Context: an optimization exercise on an open-source flow, tuned for small area and a short achievable clock period. The choices shown serve that exercise and are no tape-out recipe.
At most, simulation tests tie the RTL to the original design; equivalence was not proved.
The clock port is modelled as an ideal driver, which makes a skipped or thinned clock tree look cheaper than it is; a real chip needs a root buffer or a tree.
Power is estimated from default activity; no workload was simulated.

## mac_unit
module mac_unit(input clk,en,clr,
                input [15:0]a,b,
                output [39:0]c);
wire [31:0]temp1;
mul_16x16 m1(clk,a,b,temp1);
accumulator a1(clk,en,clr,temp1,c);
endmodule
==> module mul_16x16, before the edit <==
module mul_16x16(input clk,
                 input [15:0]a,
                 input [15:0]b,
                 output [31:0]c);
reg [15:0]clk_a,clk_b;
reg [31:0]p1,p2,p3;
always @(posedge clk)
 begin
  clk_a<=a;
  clk_b<=b;
  p1<=clk_a*clk_b;
  p2<=p1;
  p3<=p2;
 end
assign c=p3;
endmodule
Settings: LEC_CHECK=0, CAP_MARGIN=20, CORE_MARGIN=2, CORE_UTILIZATION=40, SLEW_MARGIN=20; clock period 13.5 ns.
run.sh (not shown) runs the stock make flow with config.mk's settings and CLKGATE_MAP_FILE= SYNTH_SCRIPT=/design/flow/synth_recipe.tcl, a recipe that flattens the netlist after the stock synthesis.
Change:
--- a/flow/design.v
+++ b/flow/design.v
@@ -354,19 +354,21 @@
 endmodule    
 module mul_16x16(input clk,
                  input [15:0]a,
                  input [15:0]b,
                  output [31:0]c);
 reg [15:0]clk_a,clk_b;
-reg [31:0]p1,p2,p3;
+reg [23:0]pl,ph;
+reg [31:0]p2,p3;
 always @(posedge clk)
  begin
   clk_a<=a;
   clk_b<=b;
-  p1<=clk_a*clk_b;
-  p2<=p1;
+  pl<=clk_a*clk_b[7:0];
+  ph<=clk_a*clk_b[15:8];
+  p2<={8'b0,pl}+{ph,8'b0};
   p3<=p2;
  end
 assign c=p3;
 endmodule
 module accumulator(input clk,en,clr,
                    input [31:0]a,
Utilization increases by 0.23 points.
Clock power climbs by about 3%.
Design area is higher by 4.0%.
Power decreases by 21%.
Count of clock-buffer cells in the layout does not change.
Cell count went up by 3.7%.
Wire length grows by 1.2%.
For the first run of this note, only the layout was checked, not whether the RTL still works.

Another version of the RTL of mac_unit (not shown whole).
Size: about 1100 cells after synthesis, ~75 I/O pins, ~0.012 sq mm of cells after synthesis.
Settings: LEC_CHECK=0, CAP_MARGIN=20, CORE_MARGIN=2, CORE_UTILIZATION=40, SLEW_MARGIN=20, SYNTH_HIERARCHICAL=1, SYNTH_MINIMUM_KEEP_SIZE=0; clock period 13.5 ns.
standard.sh (not shown) runs the stock make flow with config.mk's settings and CLKGATE_MAP_FILE= SYNTH_SCRIPT=/design/flow/synth_recipe.tcl, a recipe that flattens the netlist after the stock synthesis.
==> flow/flow/run.sh <==
#!/bin/bash
# The standard layout (standard.sh), with these changes:
#  - every port gets a buf_1 buffer (ORFS's buffer_ports with -buffer_cell);
#  - after CTS (flow/clocktree.tcl) the clock tree is rebuilt as two balanced
#    levels of inverters (4 inv_8 on the clock port, 8 inv_16 driving the flip-flops);
#  - setup repair aims for 9.70 ns of slack at the design's clock period, and
#    does not remove buffers (so every port keeps its buffer).
# ORFS writes each step's full log under orfs/logs/; make's own output goes to standard.log.
export BUFFER_PORTS_ARGS="-buffer_cell sky130_fd_sc_hd__buf_1"
export PRE_RESIZE_TCL=$PWD/flow/sizes.tcl
export POST_CTS_TCL=$PWD/flow/clocktree.tcl
export SETUP_SLACK_MARGIN=9.70
export SKIP_BUFFER_REMOVAL=1
bash standard.sh > standard.log 2>&1
Other scripts of this flow, unchanged in this note and not shown: flow/flow/clocktree.tcl, flow/flow/sizes.tcl
Rerun with:
--- a/flow/design.v
+++ b/flow/design.v
@@ -18,29 +18,24 @@
 or2 o(a_n,b_n,carry_n);
 endmodule
 module xnor2(input a,b, output y);
 assign y=~(a^b);
 endmodule
 module or2(input a,b, output y);
 assign y=a|b;
 endmodule
 module mux2_1(input h,s,e1,e0,
               output d);
 assign d=(e1&s)|(e0&h);
 endmodule
-module acc_ctl(input en,clr,
-               output e1,e0);
-assign e1=en&~clr;
-assign e0=~(en|clr);
-endmodule
 module mul_16x16(input clk,
                  input [15:0]a,
                  input [15:0]b,
                  output [31:0]c);
 reg [15:0]ra,rb;
 reg [55:0]s2;      
 reg [31:0]p3,p4;
 wire pn0_0 = ~(ra[0] & rb[0]);    
 wire pn0_1 = ~(ra[0] & rb[1]);    
 wire pn0_2 = ~(ra[0] & rb[2]);    
 wire pn0_3 = ~(ra[0] & rb[3]);    
 wire pn0_4 = ~(ra[0] & rb[4]);    
@@ -1077,36 +1072,31 @@
 wire pp68 = p0[30] & pp51;
 wire gg69 = g0[32] | (p0[32] & gg38);
 wire pp69 = p0[32] & pp38;
 wire gg70 = g0[34] | (p0[34] & gg52);
 wire pp70 = p0[34] & pp52;
 wire gg71 = g0[36] | (p0[36] & gg44);
 wire pp71 = p0[36] & pp44;
 wire gg72 = g0[38] | (p0[38] & gg53);
 wire pp72 = p0[38] & pp53;
 wire [39:0]cy={gg72, gg53, gg71, gg44, gg70, gg52, gg69, gg38, gg68, gg51, gg67, gg43, gg66, gg50, gg65, gg39, gg64, gg49, gg63, gg42, gg62, gg48, gg61, gg36, gg60, gg47, gg59, gg41, gg58, gg46, gg57, gg31, gg56, gg45, gg55, gg21, gg54, gg1, g0[0], 1'b0};
 wire [39:0]sum=p0^cy;
 wire [39:0]d;
-wire [7:0]e1,e0;     
+wire e1=en&~clr;     
+wire e0=~(en|clr);   
 genvar i;
 generate
- for (i=0;i<8;i=i+1)
-  begin : ctl
-   acc_ctl k(en,clr,e1[i],e0[i]);
-  end
-endgenerate
-generate
  for (i=0;i<40;i=i+1)
   begin : sel
-   mux2_1 m(acc[i],sum[i],e1[i/5],e0[i/5],d[i]);
+   mux2_1 m(acc[i],sum[i],e1,e0,d[i]);
   end
 endgenerate
 always @(posedge clk)
   acc <= d;
 assign c = acc;
 endmodule
 module mac_unit(input clk,en,clr,
                 input [15:0]a,b,
                 output [39:0]c);
 wire [31:0]temp1;
 mul_16x16 m1(clk,a,b,temp1);
 accumulator a1(clk,en,clr,temp1,c);
What happened: The changed run finished clean. Power hardly moves. Global-route usage increases by 0.64 points. Worst setup slack gains 0.0061 ns. Wire length increases by 1.9%. Final area decreases by 0.80%. Die area decreases by about 1%.
The RTL of the first run of this note was laid out without a check of its function. No run of this note takes its clock network from TritonCTS; it comes from the design's own scripts or RTL.

mac_unit, a different RTL version from the one above (not shown whole).
For scale: about 1100 cells after synthesis, roughly 190 flip-flops, roughly 75 I/O pins, about 12000 um2 of cells after synthesis.
==> flow/design.v (excerpt) <==
module mac_unit(input clk,en,clr,
                input [15:0]a,b,
                output [39:0]c);
wire [31:0]temp1;
mul_16x16 m1(clk,a,b,temp1);
accumulator a1(clk,en,clr,temp1,c);
endmodule
export LEC_CHECK = 0
export CAP_MARGIN = 20
export CORE_MARGIN = 2
export CORE_UTILIZATION = 40
export SLEW_MARGIN = 20
export SYNTH_HIERARCHICAL = 1
export SYNTH_MINIMUM_KEEP_SIZE = 0
create_clock -name core_clock -period 13.5 [get_ports {clk}]
Scripts as last shown in full above: flow/flow/run.sh
Other scripts of this flow, unchanged in this note and not shown: flow/flow/clocktree.tcl, flow/flow/sizes.tcl
==> next run, changes <==
--- a/flow/design.v
+++ b/flow/design.v
@@ -1082,26 +1082,26 @@
 wire gg71 = g0[36] | (p0[36] & gg44);
 wire pp71 = p0[36] & pp44;
 wire gg72 = g0[38] | (p0[38] & gg53);
 wire pp72 = p0[38] & pp53;
 wire [39:0]cy={gg72, gg53, gg71, gg44, gg70, gg52, gg69, gg38, gg68, gg51, gg67, gg43, gg66, gg50, gg65, gg39, gg64, gg49, gg63, gg42, gg62, gg48, gg61, gg36, gg60, gg47, gg59, gg41, gg58, gg46, gg57, gg31, gg56, gg45, gg55, gg21, gg54, gg1, g0[0], 1'b0};
 wire [39:0]sum=p0^cy;
 wire [39:0]d;
-wire [3:0]e1,e0;     
+wire [7:0]e1,e0;     
 genvar i;
 generate
- for (i=0;i<4;i=i+1)
+ for (i=0;i<8;i=i+1)
   begin : ctl
    acc_ctl k(en,clr,e1[i],e0[i]);
   end
 endgenerate
 generate
  for (i=0;i<40;i=i+1)
   begin : sel
-   mux2_1 m(acc[i],sum[i],e1[i/10],e0[i/10],d[i]);
+   mux2_1 m(acc[i],sum[i],e1[i/5],e0[i/5],d[i]);
   end
 endgenerate
 always @(posedge clk)
   acc <= d;
 assign c = acc;
 endmodule
 module mac_unit(input clk,en,clr,
- The new run completed with no timing, DRC or antenna violations
- first-iteration DRC count grows by 0.50%
- total power hardly moves
- combinational power barely changes
- die area rises by about 0.55%
- maximum frequency climbs by about 1.2%
Function was not checked in any run of this note: the RTL went through the layout flow alone. In every run of this note, the design's own scripts or RTL, not TritonCTS, make the clock network.

[static timing again, ports no longer ideal]
How much do the figures lean on ideal ports? The routed layouts below were timed once more, with nothing changed but the port constraints.
Step 1 assumes that a clkbuf_16 drives the clock port and a buf_2 every other input.
Step 2 moves the port delays by t, midway between the first and last clock arrival at a register: inputs arrive t later, outputs are due t later. That takes back most of the time a late clock gives input paths.
a / b / c = ideal ports / drivers / drivers and shift; a / b = the first two.
run	t (ns)	slack for setup (ns)	clock arrival spread, ns	worst slew at a driven data input, ns
the first run of note 1	0.485	7.274 / 7.274 / 7.274	0.021 / 0.020	0.04
the second run of note 1	0.500	8.325 / 8.325 / 8.325	0.014 / 0.014	0.04
the first run of note 2	0.274	9.955 / 9.954 / 9.838	0.016 / 0.018	0.05
the second run of note 2	0.277	9.961 / 9.961 / 9.817	0.018 / 0.018	0.06
the first run of note 3	0.279	9.923 / 9.952 / 9.759	0.022 / 0.024	0.04
the second run of note 3	0.275	9.967 / 9.966 / 9.847	0.017 / 0.019	0.03
After both steps setup and hold are still met in every run listed. The setup slack of the first run of note 3, which loses most, moves by +0.029 ns with the drivers and by -0.164 ns with both steps.
